Context: an optimization exercise on an open-source flow, tuned for small area and a short achievable clock period. The choices shown serve that exercise and are no tape-out recipe.
No functional check of the RTL was part of any run shown here.
Power is estimated from default activity; no workload was simulated.

<file path="flow/run.sh">
#!/bin/bash
# synth_recipe.tcl (not shown) runs the flow's synth.tcl, then flattens the netlist and writes it again
# the make line also repeats each setting of config.mk as NAME=value (left out here)
make -C /OpenROAD-flow-scripts/flow DESIGN_CONFIG=/design/flow/config.mk WORK_HOME=/design/flow/orfs CLKGATE_MAP_FILE= SYNTH_SCRIPT=/design/flow/synth_recipe.tcl finish
</file>
<file path="flow/config.mk">
export PLATFORM = sky130hd
export DESIGN_NAME = mac_array
export DESIGN_NICKNAME = mac_array
export VERILOG_FILES = /design/flow/design.v
export SDC_FILE = /design/flow/constraint.sdc
export NUM_CORES = 4
export LEC_CHECK = 0
export CAP_MARGIN = 20
export CORE_MARGIN = 2
export CORE_UTILIZATION = 40
export SETUP_SLACK_MARGIN = 3.0
export SLEW_MARGIN = 20
export SYNTH_HIERARCHICAL = 1
</file>
<file path="flow/constraint.sdc">
create_clock -name core_clock -period 8.5 [get_ports {clk}]
set_input_delay 1.7000 -clock core_clock [delete_from_list [all_inputs] [get_ports {clk}]]
set_output_delay 1.7000 -clock core_clock [all_outputs]
set_load 0.01 [all_outputs]
</file>
<file path="flow/design.v">
module csa_fa (
    input  a,
    input  b,
    input  c,
    output s,
    output co
);
    assign s = a ^ b ^ c;
    assign co = (a & b) | (a & c) | (b & c);
endmodule
module csa_ha (
    input  a,
    input  b,
    output s,
    output co
);
    assign s = a ^ b;
    assign co = a & b;
endmodule
module csa_han (
    input  a,
    input  b,
    output s,
    output co
);
    assign s = ~(a ^ b);
    assign co = a | b;
endmodule
module sigmoid_activation #(
    parameter WIDTH = 16,
    parameter FRAC_BITS = 11
)(
    input  [15:0] x,
    output [15:0] y
);
    wire neg_sat = x[15] & ~(x[14] & x[13]);
    wire pos_sat = ~x[15] & (x[14] | (x[13] & (|x[12:0])));
    wire [15:0] lin = {~x[15], x[15], x[15], x[15:3]};
    assign y = pos_sat ? 16'hFFFF : (neg_sat ? 16'h0000 : lin);
endmodule
module mac_unit (
    input  clk,
    input  rst_n,
    input  enable,
    input  clear_acc,
    input  [7:0] input_data,
    input  [7:0] weight,
    output [15:0] mac_out,
    output [15:0] activated_out,
    output valid,
    output overflow
);
    reg [15:0] acc_lo;
    reg [15:0] acc_hi;
    reg        hi_cin;        
    reg        hi_ones;       
    reg        overflow_reg;  
    reg        valid_reg;
    wire [7:0] a_g = input_data & {8{enable}};
    wire [15:0] lo_m = acc_lo & {16{~clear_acc}};
    wire [63:0] ppn;
    wire [15:0] accn;
    genvar gi, gj;
    generate
        for (gi = 0; gi < 8; gi = gi + 1) begin : g_pp_i
            for (gj = 0; gj < 8; gj = gj + 1) begin : g_pp_j
                assign ppn[gi*8+gj] = (a_g[gi] & weight[gj]);
            end
        end
    endgenerate
    assign accn = lo_m;
    wire ts1, tc2, ts3, tc4, ts5, tc6, ts7, tc8, ts9, tc10, ts11, tc12, ts13, tc14, ts15, tc16, ts17, tc18, ts19, tc20, ts21, tc22, ts23, tc24, ts25, tc26, ts27, tc28, ts29, tc30, ts31, tc32, ts33, tc34, ts35, tc36, ts37, tc38, ts39, tc40, ts41, tc42, ts43, tc44, ts45, tc46, ts47, tc48, ts49, tc50, ts51, tc52, ts53, tc54, ts55, tc56, ts57, tc58, ts59, tc60, ts61, tc62, ts63, tc64, ts65, tc66, ts67, tc68, ts69, tc70, ts71, tc72, ts73, tc74, ts75, tc76, ts77, tc78, ts79, tc80, ts81, tc82, ts83, tc84, ts85, tc86, ts87, tc88, ts89, tc90, ts91, tc92, ts93, tc94, ts95, tc96, ts97, tc98, ts99, tc100, ts101, tc102, ts103, tc104, ts105, tc106, ts107, tc108, ts109, tc110, ts111, tc112;
    csa_ha u_ts1 (.a(accn[5]), .b(ppn[12]), .s(ts1), .co(tc2));
    csa_fa u_ts3 (.a(accn[6]), .b(ppn[13]), .c(ppn[20]), .s(ts3), .co(tc4));
    csa_ha u_ts5 (.a(ppn[27]), .b(ppn[34]), .s(ts5), .co(tc6));
    csa_fa u_ts7 (.a(accn[7]), .b(ppn[14]), .c(ppn[21]), .s(ts7), .co(tc8));
    csa_fa u_ts9 (.a(ppn[28]), .b(ppn[35]), .c(ppn[42]), .s(ts9), .co(tc10));
    csa_ha u_ts11 (.a(ppn[49]), .b(ppn[56]), .s(ts11), .co(tc12));
    csa_fa u_ts13 (.a(accn[8]), .b(ppn[15]), .c(ppn[22]), .s(ts13), .co(tc14));
    csa_fa u_ts15 (.a(ppn[29]), .b(ppn[36]), .c(ppn[43]), .s(ts15), .co(tc16));
    csa_ha u_ts17 (.a(ppn[50]), .b(ppn[57]), .s(ts17), .co(tc18));
    csa_fa u_ts19 (.a(accn[9]), .b(ppn[23]), .c(ppn[30]), .s(ts19), .co(tc20));
    csa_fa u_ts21 (.a(ppn[37]), .b(ppn[44]), .c(ppn[51]), .s(ts21), .co(tc22));
    csa_fa u_ts23 (.a(accn[10]), .b(ppn[31]), .c(ppn[38]), .s(ts23), .co(tc24));
    csa_ha u_ts25 (.a(accn[3]), .b(ppn[10]), .s(ts25), .co(tc26));
    csa_fa u_ts27 (.a(accn[4]), .b(ppn[11]), .c(ppn[18]), .s(ts27), .co(tc28));
    csa_ha u_ts29 (.a(ppn[25]), .b(ppn[32]), .s(ts29), .co(tc30));
    csa_fa u_ts31 (.a(ppn[19]), .b(ppn[26]), .c(ppn[33]), .s(ts31), .co(tc32));
    csa_fa u_ts33 (.a(ppn[40]), .b(ppn[5]), .c(ts1), .s(ts33), .co(tc34));
    csa_fa u_ts35 (.a(ppn[41]), .b(ppn[48]), .c(ppn[6]), .s(ts35), .co(tc36));
    csa_fa u_ts37 (.a(tc2), .b(ts5), .c(ts3), .s(ts37), .co(tc38));
    csa_fa u_ts39 (.a(ppn[7]), .b(tc6), .c(ts11), .s(ts39), .co(tc40));
    csa_fa u_ts41 (.a(tc4), .b(ts7), .c(ts9), .s(ts41), .co(tc42));
    csa_fa u_ts43 (.a(tc12), .b(ts17), .c(tc10), .s(ts43), .co(tc44));
    csa_fa u_ts45 (.a(tc8), .b(ts13), .c(ts15), .s(ts45), .co(tc46));
    csa_fa u_ts47 (.a(ppn[58]), .b(tc18), .c(tc14), .s(ts47), .co(tc48));
    csa_fa u_ts49 (.a(tc16), .b(ts19), .c(ts21), .s(ts49), .co(tc50));
    csa_fa u_ts51 (.a(ppn[45]), .b(ppn[52]), .c(ppn[59]), .s(ts51), .co(tc52));
    csa_fa u_ts53 (.a(tc20), .b(tc22), .c(ts23), .s(ts53), .co(tc54));
    csa_fa u_ts55 (.a(accn[11]), .b(ppn[39]), .c(ppn[46]), .s(ts55), .co(tc56));
    csa_fa u_ts57 (.a(ppn[53]), .b(ppn[60]), .c(tc24), .s(ts57), .co(tc58));
    csa_fa u_ts59 (.a(accn[12]), .b(ppn[47]), .c(ppn[54]), .s(ts59), .co(tc60));
    csa_ha u_ts61 (.a(accn[2]), .b(ppn[16]), .s(ts61), .co(tc62));
    csa_fa u_ts63 (.a(ppn[17]), .b(ppn[24]), .c(ppn[3]), .s(ts63), .co(tc64));
    csa_fa u_ts65 (.a(ppn[4]), .b(tc26), .c(ts29), .s(ts65), .co(tc66));
    csa_fa u_ts67 (.a(tc30), .b(tc28), .c(ts31), .s(ts67), .co(tc68));
    csa_fa u_ts69 (.a(tc32), .b(ts35), .c(tc34), .s(ts69), .co(tc70));
    csa_fa u_ts71 (.a(tc36), .b(ts39), .c(tc38), .s(ts71), .co(tc72));
    csa_fa u_ts73 (.a(tc40), .b(ts43), .c(tc42), .s(ts73), .co(tc74));
    csa_fa u_ts75 (.a(tc44), .b(ts47), .c(tc46), .s(ts75), .co(tc76));
    csa_fa u_ts77 (.a(ts51), .b(tc48), .c(tc50), .s(ts77), .co(tc78));
    csa_fa u_ts79 (.a(tc52), .b(ts55), .c(ts57), .s(ts79), .co(tc80));
    csa_fa u_ts81 (.a(ppn[61]), .b(tc56), .c(ts59), .s(ts81), .co(tc82));
    csa_fa u_ts83 (.a(accn[13]), .b(ppn[55]), .c(ppn[62]), .s(ts83), .co(tc84));
    csa_ha u_ts85 (.a(accn[1]), .b(ppn[1]), .s(ts85), .co(tc86));
    csa_fa u_ts87 (.a(ppn[2]), .b(ppn[9]), .c(ts61), .s(ts87), .co(tc88));
    csa_fa u_ts89 (.a(tc62), .b(ts25), .c(ts63), .s(ts89), .co(tc90));
    csa_fa u_ts91 (.a(tc64), .b(ts27), .c(ts65), .s(ts91), .co(tc92));
    csa_fa u_ts93 (.a(tc66), .b(ts33), .c(ts67), .s(ts93), .co(tc94));
    csa_fa u_ts95 (.a(tc68), .b(ts37), .c(ts69), .s(ts95), .co(tc96));
    csa_fa u_ts97 (.a(ts41), .b(tc70), .c(ts71), .s(ts97), .co(tc98));
    csa_fa u_ts99 (.a(ts45), .b(tc72), .c(ts73), .s(ts99), .co(tc100));
    csa_fa u_ts101 (.a(ts49), .b(tc74), .c(ts75), .s(ts101), .co(tc102));
    csa_fa u_ts103 (.a(ts53), .b(tc76), .c(ts77), .s(ts103), .co(tc104));
    csa_fa u_ts105 (.a(tc54), .b(tc78), .c(ts79), .s(ts105), .co(tc106));
    csa_fa u_ts107 (.a(tc58), .b(ts81), .c(tc80), .s(ts107), .co(tc108));
    csa_fa u_ts109 (.a(tc60), .b(ts83), .c(tc82), .s(ts109), .co(tc110));
    csa_fa u_ts111 (.a(accn[14]), .b(ppn[63]), .c(tc84), .s(ts111), .co(tc112));
    wire [15:0] row_a = {accn[15], ts111, ts109, tc106, tc104, tc102, tc100, tc98, tc96, tc94, tc92, tc90, tc88, tc86, ppn[8], accn[0]};
    wire [15:0] row_b = {tc112, tc110, tc108, ts107, ts105, ts103, ts101, ts99, ts97, ts95, ts93, ts91, ts89, ts87, ts85, ppn[0]};
    wire [15:0] g0 = row_a & row_b;
    wire [15:0] p0 = row_a ^ row_b;
    wire gl1_1 = g0[1] | (p0[1] & g0[0]);
    wire pl1_1 = p0[1] & p0[0];
    wire gl1_3 = g0[3] | (p0[3] & g0[2]);
    wire pl1_3 = p0[3] & p0[2];
    wire gl1_5 = g0[5] | (p0[5] & g0[4]);
    wire pl1_5 = p0[5] & p0[4];
    wire gl1_7 = g0[7] | (p0[7] & g0[6]);
    wire pl1_7 = p0[7] & p0[6];
    wire gl1_9 = g0[9] | (p0[9] & g0[8]);
    wire pl1_9 = p0[9] & p0[8];
    wire gl1_11 = g0[11] | (p0[11] & g0[10]);
    wire pl1_11 = p0[11] & p0[10];
    wire gl1_13 = g0[13] | (p0[13] & g0[12]);
    wire pl1_13 = p0[13] & p0[12];
    wire gl1_15 = g0[15] | (p0[15] & g0[14]);
    wire pl1_15 = p0[15] & p0[14];
    wire gl2_2 = g0[2] | (p0[2] & gl1_1);
    wire pl2_2 = p0[2] & pl1_1;
    wire gl2_3 = gl1_3 | (pl1_3 & gl1_1);
    wire pl2_3 = pl1_3 & pl1_1;
    wire gl2_6 = g0[6] | (p0[6] & gl1_5);
    wire pl2_6 = p0[6] & pl1_5;
    wire gl2_7 = gl1_7 | (pl1_7 & gl1_5);
    wire pl2_7 = pl1_7 & pl1_5;
    wire gl2_10 = g0[10] | (p0[10] & gl1_9);
    wire pl2_10 = p0[10] & pl1_9;
    wire gl2_11 = gl1_11 | (pl1_11 & gl1_9);
    wire pl2_11 = pl1_11 & pl1_9;
    wire gl2_14 = g0[14] | (p0[14] & gl1_13);
    wire pl2_14 = p0[14] & pl1_13;
    wire gl2_15 = gl1_15 | (pl1_15 & gl1_13);
    wire pl2_15 = pl1_15 & pl1_13;
    wire gl3_4 = g0[4] | (p0[4] & gl2_3);
    wire pl3_4 = p0[4] & pl2_3;
    wire gl3_5 = gl1_5 | (pl1_5 & gl2_3);
    wire pl3_5 = pl1_5 & pl2_3;
    wire gl3_6 = gl2_6 | (pl2_6 & gl2_3);
    wire pl3_6 = pl2_6 & pl2_3;
    wire gl3_7 = gl2_7 | (pl2_7 & gl2_3);
    wire pl3_7 = pl2_7 & pl2_3;
    wire gl3_12 = g0[12] | (p0[12] & gl2_11);
    wire pl3_12 = p0[12] & pl2_11;
    wire gl3_13 = gl1_13 | (pl1_13 & gl2_11);
    wire pl3_13 = pl1_13 & pl2_11;
    wire gl3_14 = gl2_14 | (pl2_14 & gl2_11);
    wire pl3_14 = pl2_14 & pl2_11;
    wire gl3_15 = gl2_15 | (pl2_15 & gl2_11);
    wire pl3_15 = pl2_15 & pl2_11;
    wire gl4_8 = g0[8] | (p0[8] & gl3_7);
    wire pl4_8 = p0[8] & pl3_7;
    wire gl4_9 = gl1_9 | (pl1_9 & gl3_7);
    wire pl4_9 = pl1_9 & pl3_7;
    wire gl4_10 = gl2_10 | (pl2_10 & gl3_7);
    wire pl4_10 = pl2_10 & pl3_7;
    wire gl4_11 = gl2_11 | (pl2_11 & gl3_7);
    wire pl4_11 = pl2_11 & pl3_7;
    wire gl4_12 = gl3_12 | (pl3_12 & gl3_7);
    wire pl4_12 = pl3_12 & pl3_7;
    wire gl4_13 = gl3_13 | (pl3_13 & gl3_7);
    wire pl4_13 = pl3_13 & pl3_7;
    wire gl4_14 = gl3_14 | (pl3_14 & gl3_7);
    wire pl4_14 = pl3_14 & pl3_7;
    wire gl4_15 = gl3_15 | (pl3_15 & gl3_7);
    wire pl4_15 = pl3_15 & pl3_7;
    wire [15:0] cg = {gl4_15, gl4_14, gl4_13, gl4_12, gl4_11, gl4_10, gl4_9, gl4_8, gl3_7, gl3_6, gl3_5, gl3_4, gl2_3, gl2_2, gl1_1, g0[0]};
    wire [16:0] lo_sum = {cg[15], p0 ^ {cg[14:0], 1'b0}};
    wire c16 = lo_sum[16];
    wire hi_full = hi_cin ? (acc_hi == 16'hFFFE) : (acc_hi == 16'hFFFF);
    wire [15:0] hi_n = (acc_hi + {15'd0, hi_cin}) & {16{~clear_acc}};
    wire ovf = overflow_reg | (hi_cin & hi_ones);
    always @(posedge clk or negedge rst_n) begin
        if (!rst_n) begin
            acc_lo <= 16'd0;
            acc_hi <= 16'd0;
            hi_cin <= 1'b0;
            hi_ones <= 1'b0;
            overflow_reg <= 1'b0;
            valid_reg <= 1'b0;
        end else begin
            acc_lo <= lo_sum[15:0];
            acc_hi <= hi_n;
            hi_cin <= c16;
            hi_ones <= hi_full;
            overflow_reg <= ~clear_acc & ovf;
            valid_reg <= enable;
        end
    end
    assign overflow = ovf;
    assign valid = valid_reg;
    assign mac_out = acc_lo;
    sigmoid_activation activation (
        .x(acc_lo),
        .y(activated_out)
    );
endmodule
module mac_array (
    input  clk,
    input  rst_n,
    input  [3:0] enable,
    input  [3:0] clear_acc,
    input  [31:0] input_data,
    input  [31:0] weight,
    output [63:0] mac_out,
    output [63:0] activated_out,
    output [3:0] valid,
    output [3:0] overflow
);
    genvar i;
    generate
        for (i = 0; i < 4; i = i + 1) begin : mac_channels
            mac_unit mac_inst (
                .clk(clk),
                .rst_n(rst_n),
                .enable(enable[i]),
                .clear_acc(clear_acc[i]),
                .input_data(input_data[8*i+7:8*i]),
                .weight(weight[8*i+7:8*i]),
                .mac_out(mac_out[16*i+15:16*i]),
                .activated_out(activated_out[16*i+15:16*i]),
                .valid(valid[i]),
                .overflow(overflow[i])
            );
        end
    endgenerate
endmodule
</file>
==> results of run 1 <==
## modules after synthesis (local to each module, per instance), excerpt
module / cell area [um^2] / cells
csa_fa: 20.0 / 1
sigmoid_activation: 180 / 26
csa_ha: 12.5 / 1
mac_unit: 2520 / 272
## metal layers
metal	wire, um	part of all wire (%)	up-vias
li1	-	-	5412
met1	17700	47	5861
met2	18200	48	251
met3	1490	3.9	30
met4	462	1.2	0
met5	0	0	-
## report_power, final
part	switching [mW]	internal [mW]	total [mW]
Combinational	1.44	1.42	2.86
Clock	0.292	0.590	0.882
Sequential	0.233	0.844	1.08
## worst max-delay path by stage
stage               slack [ns]           start  depth (start not counted)                             endpoint
global placement          2.06       enable[3]                         13  mac_channels[3].mac_inst.acc_lo[11]
finish                    3.12  input_data[28]                         12  mac_channels[3].mac_inst.acc_lo[13]
detailed placement        1.94       enable[3]                         13  mac_channels[3].mac_inst.acc_lo[11]
floorplan                 3.31    clear_acc[0]                         12  mac_channels[0].mac_inst.acc_lo[13]
CTS                       3.04       enable[3]                         13  mac_channels[3].mac_inst.acc_lo[11]
global route              2.95  input_data[10]                         11  mac_channels[1].mac_inst.acc_lo[14]
## cell usage in the layout (no fill, tap or decap), drive strengths merged, types with 6 or more instances in the layout
cell	n
xnor2	40
buf	18
nor3b	8
xor2	40
o21ai	44
inv	52
o21a	8
nor2	80
dfrtp	144
a21o	16
a211oi	8
bufinv	6
o2111ai	12
fa	208
nor3	20
nand2	36
nand3	40
clkbuf	27
and3	280
nor2b	80
a21oi	32
o211ai	8
nand4	8
clkdlybuf4s50	166
ha	100
nor4	20
o2bb2ai	40
dlymetal6s2s	34
o311ai	8
## worst max-delay path: stages
cell and delay, ns:
clkdlybuf4s50_1 0.57, and3_1 0.29, fa_1 0.50, fa_1 0.39, fa_1 0.51, fa_1 0.42
ha_1 0.36, a21oi_1 0.16, o21a_1 0.16, o21ai_1 0.10, or4_1 0.41, o311ai_1 0.11
## timing repair
action / in CTS / in global routing
endpoints found under the hold margin: 0 / 0
pin swaps: 0 / 7
setup buffers: 0 / 3
resized for setup: 23 / 57
endpoints found under the setup margin: 37 / 26
## cell families (layout without fill, tap and decap cells)
group | Yosys count | after routing
and+or+nand+nor | 588 | 588
buffers and inverters | 104 | 309
adders and majority gates | 308 | 308
DFF | 144 | 144
AOI/OAI and AO/OA | 192 | 192
xor gates and xnor gates | 80 | 80
## final cells by class
type | count | share of cell area (%)
clock buffers | 23 | 2.70
inverters | 52 | 1.06
clock inverters | 9 | 1.09
multi-input cells | 1168 | 59.7
repair buffers | 225 | 12.4
flip-flops and latches | 144 | 19.5
well taps | 511 | 3.47
## per-stage QoR
step	cells	area [um^2]	worst slack, ns
2_1_floorplan	1416	15100	3.31
3_3_place_gp	2097	17600	2.06
3_5_place_dp	2097	17600	1.94
4_1_cts	2129	18300	3.04
5_1_grt	2132	18400	2.95
6_report	2132	18400	3.12
==> metrics.cfg, run 1 <==
[hold_path]
worstHoldPathType = reg -> reg
min_from = mac_channels[1].mac_inst.acc_hi[13]
min_to = mac_channels[1].mac_inst.acc_hi[13]
whs_path_depth = 2

[logic_synthesis]
yosysWarnings = 7
synth_nets = 1798
synth_top_family_by_area = adder cells
synthSimpleGateAreaFrac_pct = 22.5
synth_top_area_cell = fa_1
yosysSeqAreaShare_pct = 23.9
synth-compound-area-share_pct = 9.97
synth_top_cell_area_share_pct = 27.7
synth_area_mm2 = 0.0151
synthDistinctLibCells = 42
synth_commonest_cells = and3_1 (280), fa_1 (208), dfrtp_1 (144)
yosysMostFrequentCell = and3_1
syn_inst = 1416
synth.area.top_cells = fa_1 (28%), dfrtp_1 (24%), and3_1 (12%), ha_1 (8.3%), nor2b_1 (3.3%)
synth_mux_area_share_pct = 0
async_flop_share_pct = 100
synth_edf_count = 0
synthXorXnorAreaFrac_pct = 4.65
syn_avg_cell_area_um2 = 10.6
postSynthRegisterBits = 144
ys.flop_type = dfrtp_1
synthAdderAreaFrac_pct = 36.0

[cts]
clock-sinks = 144
clock_latency_ns = 0.43
numCtsBuffers = 17
tritoncts = yes
cts_buffer_depth = 2
clkTransAtPathRegs_ns = 0.06
root_buffer = clkbuf_16
cts_hold_buf = 0
htree_levels = 4

[worst_setup_path]
arrival_ns = 5.69
critPathMaxFanout = 8
r2r_slack_ns = 4.55
rr_worst_depth = 10
cp_data_required_time_ns = 8.81
rr_startpoint = mac_channels[0].mac_inst.acc_lo[8]
crit_path_start_kind = input port
criticalPathCategory = in -> reg
rr_endpoint = mac_channels[0].mac_inst.acc_lo[14]
crit_path_end_kind = register

[sta]
relSlewSlack_pct = 38.8
post-route-min-period_ns = 5.38
fin_skew_ns = 0.00861
max_freq_ghz = 0.186
hold-worst-slack_ns = 0.536
hold_viol = 0
worst_slew_pin_slew_ns = 0.918
setup_viol = 0
rsz0062_at_grt = yes
slew_viol_final = 0
fin_crit_sh_pct = 63.3
fin_tns_setup_ns = 0

[global_routing]
grt_overflow_total = 0
antenna_found_initial = 0
grt_first_pass_wirelength_um = 63100
top_usage_layer = met2
grt_pass1_vias = 12200
met1_usage_pct = 29.0
met2_usage_pct = 32.4
track_usage_pct = 20.3
met3_usage_pct = 3.39
grt_max_degree = 74

[finish]
final_nets = 1990
drive_above_1_share_pct = 5.74
multi_input_area_mm2 = 0.0110
reg.largest.list = mac_channels.mac_inst.acc_hi x64, mac_channels.mac_inst.acc_lo x64
final_util_pct = 49.3
regArea_mm2 = 0.00360
fillers = 3424
area_delta_synth_final_pct = 22.5
antenna_cells = 0

[detailed_routing]
drtAntennaViolNets = 0
dr.pass1.iters = 4
viasPerCell = 5.42
initialDrtViolationCount = 630
routed_wl_um = 37800
vias = 11600
routedWlPerCell_um = 17.7
drc = 0

[place]
io_buffers = 209
dpl.hpwl_um = 29400
gp_congestion = 0.815

[floorplanning]
fp-row-count = 71
die_h_um = 198
die_area_mm2 = 0.0392
die_w_um = 198
coreArea_mm2 = 0.0374
start_util_pct = 40.3
ios = 210

[power]
leakagePower_nw = 9.45
ir_worst_vdd_v = 0.000207
total_power_mw = 4.82
power_density_mw_per_mm2 = 261

[run_status]
status = finished clean

[flow_run]
cap_violations = 0

==> run 2: changes to the inputs <==
==> flow/flow/run.sh (new file) <==
#!/bin/bash
# Standard layout, with the port buffers made from the smallest buffer cell
# instead of the resizer's default pick; timing repair upsizes them as needed.
cp standard.sh standard_sh.txt
export BUFFER_PORTS_ARGS="-buffer_cell sky130_fd_sc_hd__buf_1"
bash standard.sh > standard.log 2>&1
==> flow/standard.sh (new file) <==
#!/bin/bash
# synth_recipe.tcl (not shown) runs the flow's synth.tcl, then flattens the netlist and writes it again
# the make line also repeats each setting of config.mk as NAME=value (left out here)
make -C /OpenROAD-flow-scripts/flow DESIGN_CONFIG=/design/flow/config.mk WORK_HOME=/design/flow/orfs CLKGATE_MAP_FILE= SYNTH_SCRIPT=/design/flow/synth_recipe.tcl "${@:-finish}"
removed: flow/run.sh
==> run 2 against run 1 <==
  * Critical path depth is the same
  * Global-route usage is 0.90 points lower
  * Maximum frequency grew 2.0%
  * Sequential share of layout area grew 1.7 points
  * Die area unchanged
  * Design area fell by 8.1%
  * Critical path type unchanged
  * Largest cell class unchanged
  * Largest power group unchanged
==> metrics.cfg, run 2 <==
[run_status]
status = finished clean

[logic_synthesis]
synth_area_mm2 = 0.0151
synth_nets = 1798
synth_top_area_cell = fa_1
async_flop_share_pct = 100
synth_top_cell_area_share_pct = 27.7
synthXorXnorAreaFrac_pct = 4.65
synthDistinctLibCells = 42
syn_avg_cell_area_um2 = 10.6
synth_edf_count = 0
synth_commonest_cells = and3_1 (280), fa_1 (208), dfrtp_1 (144)
yosysWarnings = 7
synth_mux_area_share_pct = 0
synthSimpleGateAreaFrac_pct = 22.5
yosysSeqAreaShare_pct = 23.9
yosysMostFrequentCell = and3_1
synth.area.top_cells = fa_1 (28%), dfrtp_1 (24%), and3_1 (12%), ha_1 (8.3%), nor2b_1 (3.3%)
synth-compound-area-share_pct = 9.97
syn_inst = 1416
ys.flop_type = dfrtp_1
postSynthRegisterBits = 144
synthAdderAreaFrac_pct = 36.0
synth_top_family_by_area = adder cells

[detailed_routing]
vias = 11600
viasPerCell = 5.45
routed_wl_um = 36300
initialDrtViolationCount = 748
dr.pass1.iters = 7
wl_met1_um = 16500
met2_length_um = 17700
drc = 0
routedWlPerCell_um = 17.1
drtAntennaViolNets = 0
met3_length_um = 1570
top_layer = met4

[floorplanning]
die_w_um = 198
die_area_mm2 = 0.0392
start_util_pct = 40.3
ios = 210
coreArea_mm2 = 0.0374
fp-row-count = 71
die_h_um = 198

[cts]
cts_buffer_depth = 2
clock-sinks = 144
root_buffer = clkbuf_16
clkTransAtPathRegs_ns = 0.06
htree_levels = 4
numCtsBuffers = 17
cts_hold_buf = 0
tritoncts = yes
clock_latency_ns = 0.42

[hold_path]
min_from = mac_channels[1].mac_inst.acc_hi[13]
min_to = mac_channels[1].mac_inst.acc_hi[13]
worstHoldPathType = reg -> reg
whs_path_depth = 2

[worst_setup_path]
arrival_ns = 5.57
r2r_slack_ns = 4.45
criticalPathCategory = in -> reg
cp_data_required_time_ns = 8.80
critPathLaunch = clear_acc[3]
rr_startpoint = mac_channels[3].mac_inst.acc_lo[8]
crit_path_end_kind = register
rr_worst_depth = 10
critPathMaxFanout = 33
crit_path_start_kind = input port
rr_endpoint = mac_channels[3].mac_inst.acc_lo[14]

[finish]
final_common_cell = and3_1
final_nets = 1986
area_delta_synth_final_pct = 12.5
fillers = 3581
antenna_cells = 0
reg.largest.list = mac_channels.mac_inst.acc_hi x64, mac_channels.mac_inst.acc_lo x64
drive_above_1_share_pct = 4.77
layout_common_cells = and3_1 (280), fa_1 (208), buf_1 (205)

[global_routing]
track_usage_pct = 19.4
grt_first_pass_wirelength_um = 60600
grt_overflow_total = 0
grt_max_degree = 78
grt_pass1_vias = 11900
antenna_found_initial = 0

[flow_run]
cap_violations = 0

[power]
leakagePower_nw = 8.50
power_density_mw_per_mm2 = 252
ir_worst_vdd_v = 0.000207

[sta]
post-route-min-period_ns = 5.27
slew_viol_final = 0
hold-worst-slack_ns = 0.537
rsz0062_at_grt = yes
worst_slew_pin_slew_ns = 0.955
max_freq_ghz = 0.190
setup_viol = 0
fin_crit_sh_pct = 62.1
finalWorstSetupSlack_ns = 3.23
relSlewSlack_pct = 36.3
hold_viol = 0
fin_skew_ns = 0.00839
fin_tns_setup_ns = 0

[place]
io_buffers = 209
gp_congestion = 0.868
dpl.hpwl_um = 28400
place_worst_setup_slack_ns = 2.39

[run 2: cell counts after synthesis]
No cell type changed its count.
[run 2: through the flow]
stage               cell area (um^2)  util [%]  power [mW]  instances
floorplan                      15100         -        2.80       1416
global placement               16300      43.6        3.49       2094
detailed placement             16300      43.6        3.52       2094
CTS                            16900      45.2        4.31       2124
global route                   16900      45.3        4.67       2126
finish                         16900      45.3        4.27       2126
[run 2: cells by family after synthesis]
family / Yosys count
flip-flops: 144
adder cells (fa/ha/maj): 308
AO/OA/AOI/OAI: 192
XOR/XNOR: 80
AND/OR/NAND/NOR: 588
buffers and inverters: 104
[run 2: how the worst max path moves through the flow]
stage | endpoint | slack (ns) | cells past startpoint
2_1_floorplan | mac_channels[0].mac_inst.acc_lo[13] | 3.31 | 12
3_3_place_gp | mac_channels[2].mac_inst.acc_lo[13] | 2.53 | 13
3_5_place_dp | mac_channels[2].mac_inst.acc_lo[14] | 2.39 | 12
4_1_cts | mac_channels[2].mac_inst.acc_lo[14] | 3.06 | 12
5_1_grt | mac_channels[2].mac_inst.acc_lo[14] | 3.00 | 12
6_report | mac_channels[3].mac_inst.acc_lo[14] | 3.23 | 12
[run 2: where the power goes]
part	switching (mW)	internal (mW)
Sequential	0.233	0.844
Combinational	1.42	1.02
Clock	0.282	0.473
Total	1.93	2.33
[run 2: critical path: stages]
cell      delay [ns]
buf_1           0.06
buf_4           0.35
nor2b_1         0.15
fa_1            0.45
fa_1            0.47
fa_1            0.53
fa_1            0.41
ha_1            0.38
nand4_1         0.23
o21ai_0         0.33
nor2_1          0.15
o311ai_1        0.34
[run 2: cell type report]
class                      count  area (um^2)  area share (%)
clock inverter                10          138           0.812
sequential                   144         3600            21.3
clock buffer                  20          457            2.70
multi-input combinational   1168        11000            64.9
timing repair buffer         221          911            5.38
tap                          511          639            3.77
inverter                      52          195            1.15
[run 2: metal layers]
layer / vias up / track usage (%)
met1: 5868 / 27.0
met3: 39 / 3.00
li1: 5394 / -
met5: - / 0
met2: 296 / 31.8
met4: 0 / 4.82
[run 2: modules after synthesis (local to each module, per instance), a selection]
module / cells / copies in the design
sigmoid_activation: 26 / 4
csa_fa: 1 / 192
csa_ha: 1 / 32
mac_unit: 272 / 4
[run 2: timing repair]
item / CTS / global route
setup endpoints to repair: 4 / 12
pin swaps: 0 / 2
setup buffers: 0 / 2
cloned: 0 / 0
resized for setup: 3 / 13
==> run 3: changes to the inputs <==
--- a/flow/config.mk
+++ b/flow/config.mk
@@ -9,4 +9,5 @@
 export CORE_MARGIN = 2
 export CORE_UTILIZATION = 40
+export CTS_BUF_LIST = sky130_fd_sc_hd__clkbuf_4 sky130_fd_sc_hd__clkbuf_8
 export SETUP_SLACK_MARGIN = 3.0
 export SLEW_MARGIN = 20
==> run 3 against run 2 <==
  * Non-clock buffer count fell by 2
  * Hold slack better by 0.0047 ns
  * Maximum frequency increased by 0.29%
  * Flip-flop and latch count unchanged
  * Clock skew grew 0.0030 ns
  * Synthesized area unchanged
  * Routed wire length increased by 0.19%
  * Clock power is 25% lower
  * Power decreased by 4.6%
==> metrics.cfg, run 3 <==
[run_status]
status = finished clean

[detailed_routing]
dr.pass1.iters = 7
drc = 0
routed_wl_um = 36400
initialDrtViolationCount = 721
drtAntennaViolNets = 0
routedWlPerCell_um = 17.1
viasPerCell = 5.48
vias = 11600

[sta]
finalWorstSetupSlack_ns = 3.24
max_freq_ghz = 0.190
post-route-min-period_ns = 5.26
fin_crit_sh_pct = 61.9
rsz0062_at_grt = yes
worst_slew_pin_slew_ns = 0.951
setup_viol = 0
fin_tns_setup_ns = 0
slew_viol_final = 0
hold-worst-slack_ns = 0.542
fin_skew_ns = 0.0114
relSlewSlack_pct = 36.6
hold_viol = 0

[cts]
root_buffer = clkbuf_8
cts_buffer_depth = 2
clkTransAtPathRegs_ns = 0.08
htree_levels = 4
numCtsBuffers = 17
tritoncts = yes
post_cts_buffers = 0
clock-sinks = 144
cts_hold_buf = 0
clock_latency_ns = 0.45

[finish]
final_nets = 1984
final_util_pct = 44.7
layout_common_cells = and3_1 (280), fa_1 (208), buf_1 (206)
antenna_cells = 0
fillers = 3600
reg.largest.list = mac_channels.mac_inst.acc_hi x64, mac_channels.mac_inst.acc_lo x64
drive_above_1_share_pct = 4.65
postLayoutCellArea_mm2 = 0.0167
final_common_cell = and3_1
area_delta_synth_final_pct = 11.1

[worst_setup_path]
criticalPathCategory = in -> reg
critical_path.slowest_cell = fa_1
crit_path_start_kind = input port
critPathMaxFanout = 18
arrival_ns = 5.60
crit_top_cell = fa_1
crit_path_end_kind = register
slowest_delay_ns = 0.51
cp_data_required_time_ns = 8.84
cp_cell_sequence = buf_2 > buf_4 > nor2b_1 > fa_1 > fa_1 > fa_1 > fa_1 > ha_1 > nand4_1 > nor3b_2 > nor2_1 > o311ai_1

[global_routing]
grt_pass1_vias = 11900
grt_overflow_total = 0
grt_first_pass_wirelength_um = 60500
track_usage_pct = 19.4
antenna_found_initial = 0
grt_max_degree = 78

[floorplanning]
die_w_um = 198
coreArea_mm2 = 0.0374
ios = 210
die_area_mm2 = 0.0392
fp-row-count = 71
start_util_pct = 40.3
die_h_um = 198

[logic_synthesis]
ys.flop_type = dfrtp_1
synth_edf_count = 0
yosysSeqAreaShare_pct = 23.9
synth_area_mm2 = 0.0151
synth_top_area_cell = fa_1
synth_top_cell_area_share_pct = 27.7
yosysWarnings = 7
yosysMostFrequentCell = and3_1
synth_nets = 1798
async_flop_share_pct = 100
synthDistinctLibCells = 42
postSynthRegisterBits = 144
syn_avg_cell_area_um2 = 10.6
synth_commonest_cells = and3_1 (280), fa_1 (208), dfrtp_1 (144)
synth.area.top_cells = fa_1 (28%), dfrtp_1 (24%), and3_1 (12%), ha_1 (8.3%), nor2b_1 (3.3%)
syn_inst = 1416

[place]
gp_congestion = 0.868
place_worst_setup_slack_ns = 2.39
place_area_mm2 = 0.0163
io_buffers = 209
dpl.hpwl_um = 28400

[power]
leakagePower_nw = 8.40
power_density_mw_per_mm2 = 243
ir_worst_vdd_v = 0.000199

[flow_run]
cap_violations = 0

[hold_path]
worstHoldPathType = reg -> reg

## run 3: routing by layer
metal / global-route usage (%) / share of wire [%] / vias to the layer above
met5: 0 / 0 / -
met4: 4.90 / 1.7 / 0
met3: 3.00 / 4.7 / 40
met2: 31.9 / 49 / 309
met1: 26.9 / 45 / 5914
li1: - / - / 5381
## run 3: worst paths after layout
path | from | to | slack (ns) | cells past startpoint
worst max-delay path | clear_acc[2] | mac_channels[2].mac_inst.acc_lo[14] | 3.24 | 12
worst min-delay path | mac_channels[1].mac_inst.acc_hi[13] | mac_channels[1].mac_inst.acc_hi[13] | 0.54 | 2
worst max register to register | mac_channels[3].mac_inst.acc_lo[8] | mac_channels[3].mac_inst.acc_lo[14] | 4.45 | 10
worst min register to register | mac_channels[1].mac_inst.acc_hi[13] | mac_channels[1].mac_inst.acc_hi[13] | 0.54 | 2
max in group asynchronous | rst_n | mac_channels[0].mac_inst.acc_hi[2] | 5.86 | 2
min in group asynchronous | rst_n | mac_channels[3].mac_inst.acc_lo[12] | 1.39 | 1
## run 3: final cells by class
| cell class | count | area (um^2) | area share (%) |
|---|---|---|---|
| clock buffer | 20 | 269 | 1.61 |
| clock inverter | 10 | 138 | 0.823 |
| inverter | 52 | 195 | 1.17 |
| multi-input combinational | 1168 | 11000 | 65.8 |
| sequential | 144 | 3600 | 21.5 |
| tap | 511 | 639 | 3.82 |
| timing repair buffer | 219 | 885 | 5.29 |
## run 3: repair_timing
action	4_1_cts	5_1_grt
endpoints found under the setup margin	3	9
resized for setup	3	8
pin swaps	0	1
## run 3: per-module statistics from Yosys, one instance, submodules excluded, excerpt
| module | times used | flops+latches | area [um^2] | cells inside |
|---|---|---|---|---|
| csa_fa | 192 | 0 | 20.0 | 1 |
| mac_unit | 4 | 36 | 2520 | 272 |
| sigmoid_activation | 4 | 0 | 180 | 26 |
| csa_ha | 32 | 0 | 12.5 | 1 |
## run 3: worst max-delay path, delay by kind of cell
kind                     cells  cell delay [ns]
AO/OA/AOI/OAI                1             0.29
adder cells (fa/ha/maj)      5             2.23
AND/OR/NAND/NOR              4             0.75
buffers and inverters        2             0.61
## run 3: power by group
| group | internal, mW | switching, mW | total [mW] |
|---|---|---|---|
| clock network | 0.305 | 0.261 | 0.566 |
| registers | 0.842 | 0.235 | 1.08 |
| logic | 1.01 | 1.42 | 2.43 |
## run 3: cell families (layout without fill, tap and decap cells)
kind of cell | Yosys count | in the layout | synth area share [%]
simple gates | 588 | 588 | 22.5
fa+ha+maj | 308 | 308 | 36.0
compound gates | 192 | 192 | 9.97
flops | 144 | 144 | 23.9
buf+inv | 104 | 301 | 3.02
xor+xnor | 80 | 80 | 4.65
## run 3: stage by stage
stage,cells,power [mW]
final,2124,4.07
after global routing,2124,4.47
after CTS,2124,4.11
after detailed placement,2094,3.52
after global placement,2094,3.49
after floorplan,1416,2.80
==> run 4: changes to the inputs <==
--- a/flow/design.v
+++ b/flow/design.v
@@ -65,25 +65,25 @@
         for (gi = 0; gi < 8; gi = gi + 1) begin : g_pp_i
             for (gj = 0; gj < 8; gj = gj + 1) begin : g_pp_j
-                assign ppn[gi*8+gj] = (a_g[gi] & weight[gj]);
+                assign ppn[gi*8+gj] = ~(a_g[gi] & weight[gj]);
             end
         end
     endgenerate
-    assign accn = lo_m;
+    assign accn = ~lo_m;
     wire ts1, tc2, ts3, tc4, ts5, tc6, ts7, tc8, ts9, tc10, ts11, tc12, ts13, tc14, ts15, tc16, ts17, tc18, ts19, tc20, ts21, tc22, ts23, tc24, ts25, tc26, ts27, tc28, ts29, tc30, ts31, tc32, ts33, tc34, ts35, tc36, ts37, tc38, ts39, tc40, ts41, tc42, ts43, tc44, ts45, tc46, ts47, tc48, ts49, tc50, ts51, tc52, ts53, tc54, ts55, tc56, ts57, tc58, ts59, tc60, ts61, tc62, ts63, tc64, ts65, tc66, ts67, tc68, ts69, tc70, ts71, tc72, ts73, tc74, ts75, tc76, ts77, tc78, ts79, tc80, ts81, tc82, ts83, tc84, ts85, tc86, ts87, tc88, ts89, tc90, ts91, tc92, ts93, tc94, ts95, tc96, ts97, tc98, ts99, tc100, ts101, tc102, ts103, tc104, ts105, tc106, ts107, tc108, ts109, tc110, ts111, tc112;
-    csa_ha u_ts1 (.a(accn[5]), .b(ppn[12]), .s(ts1), .co(tc2));
+    csa_han u_ts1 (.a(accn[5]), .b(ppn[12]), .s(ts1), .co(tc2));
     csa_fa u_ts3 (.a(accn[6]), .b(ppn[13]), .c(ppn[20]), .s(ts3), .co(tc4));
-    csa_ha u_ts5 (.a(ppn[27]), .b(ppn[34]), .s(ts5), .co(tc6));
+    csa_han u_ts5 (.a(ppn[27]), .b(ppn[34]), .s(ts5), .co(tc6));
     csa_fa u_ts7 (.a(accn[7]), .b(ppn[14]), .c(ppn[21]), .s(ts7), .co(tc8));
     csa_fa u_ts9 (.a(ppn[28]), .b(ppn[35]), .c(ppn[42]), .s(ts9), .co(tc10));
-    csa_ha u_ts11 (.a(ppn[49]), .b(ppn[56]), .s(ts11), .co(tc12));
+    csa_han u_ts11 (.a(ppn[49]), .b(ppn[56]), .s(ts11), .co(tc12));
     csa_fa u_ts13 (.a(accn[8]), .b(ppn[15]), .c(ppn[22]), .s(ts13), .co(tc14));
     csa_fa u_ts15 (.a(ppn[29]), .b(ppn[36]), .c(ppn[43]), .s(ts15), .co(tc16));
-    csa_ha u_ts17 (.a(ppn[50]), .b(ppn[57]), .s(ts17), .co(tc18));
+    csa_han u_ts17 (.a(ppn[50]), .b(ppn[57]), .s(ts17), .co(tc18));
     csa_fa u_ts19 (.a(accn[9]), .b(ppn[23]), .c(ppn[30]), .s(ts19), .co(tc20));
     csa_fa u_ts21 (.a(ppn[37]), .b(ppn[44]), .c(ppn[51]), .s(ts21), .co(tc22));
     csa_fa u_ts23 (.a(accn[10]), .b(ppn[31]), .c(ppn[38]), .s(ts23), .co(tc24));
-    csa_ha u_ts25 (.a(accn[3]), .b(ppn[10]), .s(ts25), .co(tc26));
+    csa_han u_ts25 (.a(accn[3]), .b(ppn[10]), .s(ts25), .co(tc26));
     csa_fa u_ts27 (.a(accn[4]), .b(ppn[11]), .c(ppn[18]), .s(ts27), .co(tc28));
-    csa_ha u_ts29 (.a(ppn[25]), .b(ppn[32]), .s(ts29), .co(tc30));
+    csa_han u_ts29 (.a(ppn[25]), .b(ppn[32]), .s(ts29), .co(tc30));
     csa_fa u_ts31 (.a(ppn[19]), .b(ppn[26]), .c(ppn[33]), .s(ts31), .co(tc32));
     csa_fa u_ts33 (.a(ppn[40]), .b(ppn[5]), .c(ts1), .s(ts33), .co(tc34));
@@ -101,5 +101,5 @@
     csa_fa u_ts57 (.a(ppn[53]), .b(ppn[60]), .c(tc24), .s(ts57), .co(tc58));
     csa_fa u_ts59 (.a(accn[12]), .b(ppn[47]), .c(ppn[54]), .s(ts59), .co(tc60));
-    csa_ha u_ts61 (.a(accn[2]), .b(ppn[16]), .s(ts61), .co(tc62));
+    csa_han u_ts61 (.a(accn[2]), .b(ppn[16]), .s(ts61), .co(tc62));
     csa_fa u_ts63 (.a(ppn[17]), .b(ppn[24]), .c(ppn[3]), .s(ts63), .co(tc64));
     csa_fa u_ts65 (.a(ppn[4]), .b(tc26), .c(ts29), .s(ts65), .co(tc66));
@@ -113,5 +113,5 @@
     csa_fa u_ts81 (.a(ppn[61]), .b(tc56), .c(ts59), .s(ts81), .co(tc82));
     csa_fa u_ts83 (.a(accn[13]), .b(ppn[55]), .c(ppn[62]), .s(ts83), .co(tc84));
-    csa_ha u_ts85 (.a(accn[1]), .b(ppn[1]), .s(ts85), .co(tc86));
+    csa_han u_ts85 (.a(accn[1]), .b(ppn[1]), .s(ts85), .co(tc86));
     csa_fa u_ts87 (.a(ppn[2]), .b(ppn[9]), .c(ts61), .s(ts87), .co(tc88));
     csa_fa u_ts89 (.a(tc62), .b(ts25), .c(ts63), .s(ts89), .co(tc90));
@@ -127,6 +127,6 @@
     csa_fa u_ts109 (.a(tc60), .b(ts83), .c(tc82), .s(ts109), .co(tc110));
     csa_fa u_ts111 (.a(accn[14]), .b(ppn[63]), .c(tc84), .s(ts111), .co(tc112));
-    wire [15:0] row_a = {accn[15], ts111, ts109, tc106, tc104, tc102, tc100, tc98, tc96, tc94, tc92, tc90, tc88, tc86, ppn[8], accn[0]};
-    wire [15:0] row_b = {tc112, tc110, tc108, ts107, ts105, ts103, ts101, ts99, ts97, ts95, ts93, ts91, ts89, ts87, ts85, ppn[0]};
+    wire [15:0] row_a = ~{accn[15], ts111, ts109, tc106, tc104, tc102, tc100, tc98, tc96, tc94, tc92, tc90, tc88, tc86, ppn[8], accn[0]};
+    wire [15:0] row_b = ~{tc112, tc110, tc108, ts107, ts105, ts103, ts101, ts99, ts97, ts95, ts93, ts91, ts89, ts87, ts85, ppn[0]};
     wire [15:0] g0 = row_a & row_b;
     wire [15:0] p0 = row_a ^ row_b;
==> flow/run.sh (new file) <==
#!/bin/bash
# synth_recipe.tcl (not shown) runs the flow's synth.tcl, then flattens the netlist and writes it again
# the make line also repeats each setting of config.mk as NAME=value (left out here)
make -C /OpenROAD-flow-scripts/flow DESIGN_CONFIG=/design/flow/config.mk WORK_HOME=/design/flow/orfs CLKGATE_MAP_FILE= SYNTH_SCRIPT=/design/flow/synth_recipe.tcl finish
--- a/flow/config.mk
+++ b/flow/config.mk
@@ -9,5 +9,4 @@
 export CORE_MARGIN = 2
 export CORE_UTILIZATION = 40
-export CTS_BUF_LIST = sky130_fd_sc_hd__clkbuf_4 sky130_fd_sc_hd__clkbuf_8
 export SETUP_SLACK_MARGIN = 3.0
 export SLEW_MARGIN = 20
removed: flow/flow/run.sh
removed: flow/standard.sh
==> run 4 against run 3 <==
  * Non-clock buffer count increased by 31
  * Combinational power increased by 34%
  * Critical path depth increased by 3
  * Maximum frequency decreased by 2.6%
  * Hold slack got worse by 0.0020 ns
  * Count of clock-buffer cells in the layout decreased by 1
  * Largest power group unchanged
  * Final cell count increased by 14%
  * Global-route usage increased by 0.20 points
  * Synthesized area increased by 3.1%
  * Sequential power about the same
  * Register-to-register slack improved by 0.09 ns
==> metrics.cfg, run 4 <==
[run_status]
status = finished clean

[cts]
clock_latency_ns = 0.43
clock-sinks = 144
numCtsBuffers = 17
root_buffer = clkbuf_16
tritoncts = yes
htree_levels = 4
clkTransAtPathRegs_ns = 0.06
cts_buffer_depth = 2
cts_hold_buf = 0

[detailed_routing]
initialDrtViolationCount = 565
vias = 12100
routed_wl_um = 38800
dr.pass1.iters = 5
drc = 0
viasPerCell = 4.98
drtAntennaViolNets = 0
routedWlPerCell_um = 16.0

[place]
io_buffers = 209
gp_congestion = 0.898
place_area_mm2 = 0.0179
dpl.hpwl_um = 29300
place_worst_setup_slack_ns = 2.17
place_inst = 2359

[sta]
fin_crit_sh_pct = 63.5
fin_tns_setup_ns = 0
finalWorstSetupSlack_ns = 3.10
setup_viol = 0
post-route-min-period_ns = 5.40
max_freq_ghz = 0.185
hold-worst-slack_ns = 0.540
rsz0062_at_grt = no
hold_viol = 0
slew_viol_final = 0
relSlewSlack_pct = 34.8
fin_skew_ns = 0.0151
worst_slew_pin_slew_ns = 0.978

[worst_setup_path]
arrival_ns = 5.70
crit_path_end_kind = register
criticalPathCategory = in -> reg
cp_data_required_time_ns = 8.80
critPathMaxFanout = 8
crit_path_start_kind = input port

[global_routing]
grt_first_pass_wirelength_um = 64300
grt_pass1_vias = 12600
antenna_found_initial = 0
grt_overflow_total = 0
grt_max_degree = 74
track_usage_pct = 19.6

[flow_run]
cap_violations = 0

[logic_synthesis]
postSynthRegisterBits = 144
synth_edf_count = 0
yosysMostFrequentCell = nand2_1
synth_area_mm2 = 0.0155
yosysWarnings = 7
syn_avg_cell_area_um2 = 9.05
synth_commonest_cells = nand2_1 (312), inv_1 (264), fa_1 (208)
synth_top_cell_area_share_pct = 26.8
synth.area.top_cells = fa_1 (27%), dfrtp_1 (23%), ha_1 (8.1%), nand2_1 (7.5%), inv_1 (6.4%)
ys.flop_type = dfrtp_1
synthDistinctLibCells = 44
syn_inst = 1716
yosysSeqAreaShare_pct = 23.2
synth_nets = 2098
synth_top_area_cell = fa_1
async_flop_share_pct = 100

[floorplanning]
fp-row-count = 72
ios = 210
start_util_pct = 40.4
coreArea_mm2 = 0.0385
die_w_um = 201
die_h_um = 201
die_area_mm2 = 0.0404

[finish]
area_delta_synth_final_pct = 24.3
antenna_cells = 0
drive_above_1_share_pct = 10.1
final_nets = 2275
final_common_cell = nand2_1
final_util_pct = 50.2
reg.largest.list = mac_channels.mac_inst.acc_hi x64, mac_channels.mac_inst.acc_lo x64
final_cells = 2424
fillers = 3645
postLayoutCellArea_mm2 = 0.0193
layout_common_cells = nand2_1 (311), inv_1 (263), fa_1 (195)

[power]
leakagePower_nw = 8.74
ir_worst_vdd_v = 0.000215
total_power_mw = 5.14
power_density_mw_per_mm2 = 266

[hold_path]
worstHoldPathType = reg -> reg

## run 4: cell count changes after synthesis, sizes merged, moves of 28 or more
cell and delta:
inv +212, nand2 +284, buf +28, nor2b -48, and2 +32, and3 -268
nand2b +72
## run 4: final cells by class
type                    instances  area [um^2]  share of cell area (%)
clock buffers                  19          453                    2.35
well taps                     518          648                    3.36
multi-input cells            1216        10900                    56.3
inverters                     264          991                    5.13
flip-flops and latches        144         3600                    18.7
repair buffers                250         2560                    13.3
clock inverters                13          173                   0.894
## run 4: worst max-delay path, stage by stage
cell and delay, ns:
clkdlybuf4s50_1 0.46, and2_4 0.20, nand2_1 0.09, fa_1 0.43, fa_1 0.54, fa_1 0.44
fa_1 0.50, inv_1 0.06, ha_4 0.29, nand4_1 0.12, nor2_1 0.15, o211ai_2 0.10
nand2_2 0.10, mux2_2 0.37, xnor2_2 0.14
## run 4: metal layers
layer / up-vias / wire [um] / global-route usage, % / part of all wire, %
met5: - / 0 / 0 / 0
met4: 0 / 381 / 3.94 / 0.98
met3: 30 / 1830 / 3.08 / 4.7
met2: 268 / 19400 / 33.6 / 50
met1: 6091 / 17200 / 26.4 / 44
li1: 5692 / - / - / -
## run 4: what timing repair did
action                                  4_1_cts  5_1_grt
cloned                                        2        2
setup buffers                                 0       29
pin swaps                                     3       38
resized for setup                            76       81
endpoints found under the setup margin       36       29
## run 4: report_power, final
group          leakage, nW  internal (mW)  total, mW  switching (mW)
Combinational         6.55           1.66       3.26            1.60
Clock                0.311          0.485      0.809           0.324
Sequential            1.88          0.844       1.07           0.230
Total                 8.74           2.99       5.14            2.15
## run 4: final timing paths
path                                                     startpoint                               endpoint  slack, ns  depth (start not counted)
max in group asynchronous                                     rst_n  mac_channels[1].mac_inst.overflow_reg       5.74                          2
worst min register to register  mac_channels[3].mac_inst.acc_hi[15]       mac_channels[3].mac_inst.hi_ones       0.54                          2
worst min-delay path            mac_channels[3].mac_inst.acc_hi[15]       mac_channels[3].mac_inst.hi_ones       0.54                          2
worst max register to register   mac_channels[2].mac_inst.acc_lo[8]    mac_channels[2].mac_inst.acc_lo[14]       4.54                         13
worst max-delay path                                 input_data[17]    mac_channels[2].mac_inst.acc_lo[14]       3.10                         15
min in group asynchronous                                     rst_n  mac_channels[3].mac_inst.overflow_reg       1.32                          1
## run 4: logic make-up after synthesis
logic type / after synthesis / synth area share, %
simple gates: 664 / 20.7
flops: 144 / 23.2
mux: 12 / 0.806
fa+ha+maj: 308 / 34.9
compound gates: 156 / 7.09
xor+xnor: 76 / 4.29
buf+inv: 356 / 9.02
## run 4: per-module statistics from Yosys (local to each module, per instance), excerpt
module,cells inside,area [um^2],flip-flops and latches,copies in the design
csa_han,5,27.5,0,32
csa_fa,1,20.0,0,192
sigmoid_activation,26,180,0,4
mac_unit,315,2520,36,4

port drivers added, routing unchanged:
The results above use ideal ports. As a check the final layouts listed here were re-extracted and re-timed, cells and wires unchanged. Step 1 (the two cells are an assumption about what drives the block):
set clk [get_ports {clk}]
set_driving_cell -lib_cell sky130_fd_sc_hd__clkbuf_16 $clk
set_driving_cell -lib_cell sky130_fd_sc_hd__buf_2 [delete_from_list [all_inputs] $clk]
Step 2, shift: input delay + t, output delay - t, t = (earliest + latest rising clock arrival at the registers) / 2. This alone moves slack from input paths to output paths. a / b / c = ideal / step 1 / step 2; a / b = the first two.
run | shift t [ns] | slack for setup (ns) | worst hold slack (ns) | worst setup path after step 2 | slew at the worst register clock pin (ns)
run 1 | 0.468 | 3.121 / 3.145 / 2.677 | 0.536 / 0.536 / 0.536 | input to register | 0.07 / 0.07
run 2 | 0.461 | 3.225 / 3.246 / 2.785 | 0.537 / 0.537 / 0.537 | input to register | 0.06 / 0.06
run 3 | 0.490 | 3.240 / 3.258 / 2.767 | 0.542 / 0.542 / 0.542 | input to register | 0.08 / 0.08
run 4 | 0.464 | 3.101 / 3.115 / 2.651 | 0.540 / 0.540 / 0.540 | input to register | 0.08 / 0.08
After both steps setup and hold are still met in every run listed. The setup slack of run 3, which loses most, moves by +0.018 ns with the drivers and by -0.473 ns with both steps.
